This design comes from an exercise in tuning for small area, a short achievable clock period and few clock cycles on the open sky130 flow, not from production work.
No activity file was given, so power comes from the tool's default toggle rates.

==> inputs of delta <==
Design CPU, start of the top module:
module CPU(clk,
            rst_n,
            wen_D,
            addr_D,
            wdata_D,
            rdata_D,
            addr_I,
            rdata_I);
Settings: LEC_CHECK=0, CAP_MARGIN=20, CORE_MARGIN=2, CORE_UTILIZATION=40, SETUP_SLACK_MARGIN=0.4, SLEW_MARGIN=20; clock period 12.0 ns.
run.sh (not shown) runs the stock make flow with config.mk's settings and CLKGATE_MAP_FILE= SYNTH_SCRIPT=/design/flow/synth_recipe.tcl, a recipe that flattens the netlist after the stock synthesis.
==> fjord: changes against delta <==
--- a/flow/design.v
+++ b/flow/design.v
@@ -10,16 +10,18 @@
     output        wen_D  ;
     output [31:0] addr_D ;
     output [31:0] wdata_D;
     input  [31:0] rdata_D;
     output [31:0] addr_I ;
     input  [31:0] rdata_I;
     reg  [31:0] PC;           
     reg  [31:0] IR;           
+    reg  [31:0] pc_ex;        
+    reg         ex_pt;        
     reg         ex_v;         
     reg         m_wr;         
     reg         m_ld;         
     reg         m_st;         
     reg  [4:0]  m_rd;
     reg  [31:0] m_val;        
     reg  [31:0] m_sd;         
     wire        rf_we = m_wr;
@@ -49,16 +51,23 @@
     endgenerate
     always @(posedge clk or negedge rst_n) begin
         if (!rst_n)
             rf_vld <= 31'b110;             
         else if (rf_we)
             rf_vld[m_rd] <= 1'b1;
     end
     wire [31:0] vld = {rf_vld, 1'b0};
+    wire [31:0] fi     = rdata_I;
+    wire        f_jal  = fi[6] & fi[3];
+    wire        f_br   = fi[6] & ~fi[2];
+    wire        f_pt   = f_jal | (f_br & fi[31]);
+    wire [31:0] f_imm  = fi[3] ? {{11{fi[31]}}, fi[31], fi[19:12], fi[20], fi[30:21], 1'b0}
+                               : {{19{fi[31]}}, fi[31], fi[7], fi[30:25], fi[11:8], 1'b0};
+    wire [31:0] f_tgt  = PC + f_imm;
     wire [4:0] rs1 = IR[19:15];
     wire [4:0] rs2 = IR[24:20];
     wire [4:0] rd  = IR[11:7];
     wire [2:0] f3  = IR[14:12];
     wire i_br    =  IR[6] & ~IR[2];
     wire i_jalr  =  IR[6] &  IR[2] & ~IR[3];
     wire i_jal   =  IR[6] &  IR[3];
     wire i_U     = ~IR[6] &  IR[2];
@@ -103,18 +112,18 @@
     endgenerate
     wire [32:0] sh_ext = {IR[30] & a[31] & ~sh_left, sh_in};
     wire [32:0] sh_out = $signed(sh_ext) >>> IR[24:20];
     generate
         for (gs = 0; gs < 32; gs = gs + 1) begin : SHL
             assign sh_rev[gs] = sh_left ? sh_out[31-gs] : sh_out[gs];
         end
     endgenerate
-    wire [31:0] imm_pc = i_br ? imm_b : (i_jal ? imm_j : imm_u);
-    wire [31:0] tgt    = PC + imm_pc - 32'd4;
+    wire [31:0] tgt    = pc_ex + (i_br ? imm_b : imm_u);
+    wire [31:0] pc4    = pc_ex + 32'd4;
     wire taken = f3[2] ? (lt ^ f3[0]) : (eq ^ f3[0]);
     reg         md_busy;
     reg         md_first;
     reg  [4:0]  md_cnt;
     reg  [31:0] md_acc;       
     reg  [31:0] md_bb;        
     reg  [31:0] md_xq;        
     function [5:0] clz32(input [31:0] x);
@@ -146,18 +155,18 @@
     wire        ge = ~diff[32];
     wire [31:0] rem_n = ge ? diff[31:0] : md_acc;
     wire [31:0] quo_n = {md_xq[30:0], ge};
     wire        md_last = is_mul ? (md_xq[31:2] == 30'b0) : (md_cnt == 5'd0);
     wire [31:0] md_res = is_mul ? prod : (is_rem ? rem_n : quo_n);
     wire md_wait  = i_md & ~(md_busy & md_last);
     wire stall    = ex_v & (lu_stall | md_wait);
     wire ex_go    = ex_v & ~stall;
-    wire redirect = ex_go & (i_jal | i_jalr | (i_br & taken));
-    wire [31:0] rtgt = i_jalr ? {sum[31:1], 1'b0} : tgt;
+    wire redirect = ex_go & (i_jalr | (i_br & (taken ^ ex_pt)));
+    wire [31:0] rtgt = i_jalr ? {sum[31:1], 1'b0} : (ex_pt ? pc4 : tgt);
     always @(posedge clk or negedge rst_n) begin
         if (!rst_n)
             md_busy <= 1'b0;
         else if (ex_v & i_md & ~lu_stall)
             md_busy <= ~(md_busy & md_last);
     end
     always @(posedge clk) begin
         if (~md_busy) begin
@@ -182,17 +191,17 @@
                 md_acc <= rem_n;
                 md_bb  <= {1'b0, d_eff[31:1]};
                 md_xq  <= quo_n;
                 md_cnt <= md_cnt - 5'd1;
             end
         end
     end
     wire [31:0] ex_res = i_md             ? md_res :
-                         (i_jal | i_jalr) ? PC :
+                         (i_jal | i_jalr) ? pc4 :
                          i_lui            ? imm_u :
                          i_auipc          ? tgt :
                          sel_shift        ? sh_rev[31:0] :
                          sel_slt          ? {31'b0, lt} :
                                             sum;
     always @(posedge clk or negedge rst_n) begin
         if (!rst_n) begin
             m_wr <= 1'b0;
@@ -201,24 +210,27 @@
             ex_v <= 1'b0;
             PC   <= 32'h00010000;
         end else begin
             m_wr <= ex_go & wr;
             m_ld <= ex_go & i_ld;
             m_st <= ex_go & i_st;
             if (~stall) begin
                 ex_v <= ~redirect;
-                PC   <= redirect ? rtgt : PC + 32'd4;
+                PC   <= redirect ? rtgt : (f_pt ? f_tgt : PC + 32'd4);
             end
         end
     end
     always @(posedge clk) begin
         m_rd  <= rd;
         m_val <= ex_res;
         m_sd  <= b;
-        if (~stall)
-            IR <= rdata_I;
+        if (~stall) begin
+            IR    <= rdata_I;
+            pc_ex <= PC;
+            ex_pt <= f_pt;
+        end
     end
     assign addr_I  = PC;
     assign wen_D   = m_st;
     assign addr_D  = m_val;
     assign wdata_D = m_sd;
 endmodule
Settings changed: SETUP_SLACK_MARGIN 0.4 to 5.
==> qor summary <==
| metric | delta | fjord |
|---|---|---|
| Area share of fa/ha/maj cells after synthesis | 0.0390 | 0.0381 |
| Combined area of the multi-input logic cells | 35200 sq um | 39200 sq um |
| R2r setup slk | 1.75 ns | 4.65 ns |
| Worst hold path endpoint | rf_vld[8]$_DFFE_PN0P_ | rf_vld[26]$_DFFE_PN0P_ |
| Mux contribution to synthesized area | 0.0488 | 0.0579 |
| Total design power | 20.7 mW | 22.8 mW |
| Layout clock area frac | 0.0601 | 0.0538 |
| Vias after detailed routing | 72400 | 77900 |
| Share of cells above drive strength 1 | 0.118 | 0.201 |
| Synth Area in XOR/XNOR | 0.0235 | 0.0313 |
| Initial antenna violation count | 35 | 54 |
| Comb. pwr | 9.50 mW | 11.2 mW |
| Nonclk inv count | 236 | 176 |
| Routed length on met2 | 159 mm | 175 mm |
| Cell area after synthesis | 73400 sq um | 76300 sq um |
| Register share of total power | 0.309 | 0.300 |
| Net count after synthesis | 7411 | 7513 |
| Post-cts gate resize count | 0 | 399 |
| Non-clock buffer share | 0.0469 | 0.0962 |
| Run status | no timing/DRC/antenna violations | no timing/DRC/antenna violations |
| Data arrival at the endpoint of the critical path | 10.93 ns | 8.03 ns |
| Worst Max-Slew Pin Slew | 1.36 ns | 1.27 ns |
| Proportion of cell area occupied by multi-input gates | 0.421 | 0.418 |
| Synth Area in Simple Gates | 0.157 | 0.157 |
No functional check of the RTL was part of any run of this note.

## re-timing with driven ports
The results above use ideal ports. As a check the final layouts listed here were re-extracted and re-timed, cells and wires unchanged. Step 1: set_driving_cell puts a clkbuf_16 on clk and a buf_2 on each other input, an assumption about the parent block. Step 2, shift: input delay + t, output delay - t, t = (earliest + latest rising clock arrival at the registers) / 2. This alone moves slack from input paths to output paths. Slacks: ideal ports / drivers / drivers and shift; pairs: ideal ports / drivers.
run | t, ns | setup slack, ns | latest minus earliest clock arrival (ns) | worst slew at a driven data input, ns
delta | 0.927 | 1.749 / 1.749 / 1.749 | 0.093 / 0.093 | 0.09
fjord | 0.900 | 4.645 / 4.645 / 4.547 | 0.088 / 0.087 | 0.17
After both steps every run listed still meets setup and hold. For fjord, which loses most, drivers alone change the setup slack by 0.000 ns; drivers and shift together by -0.098 ns.
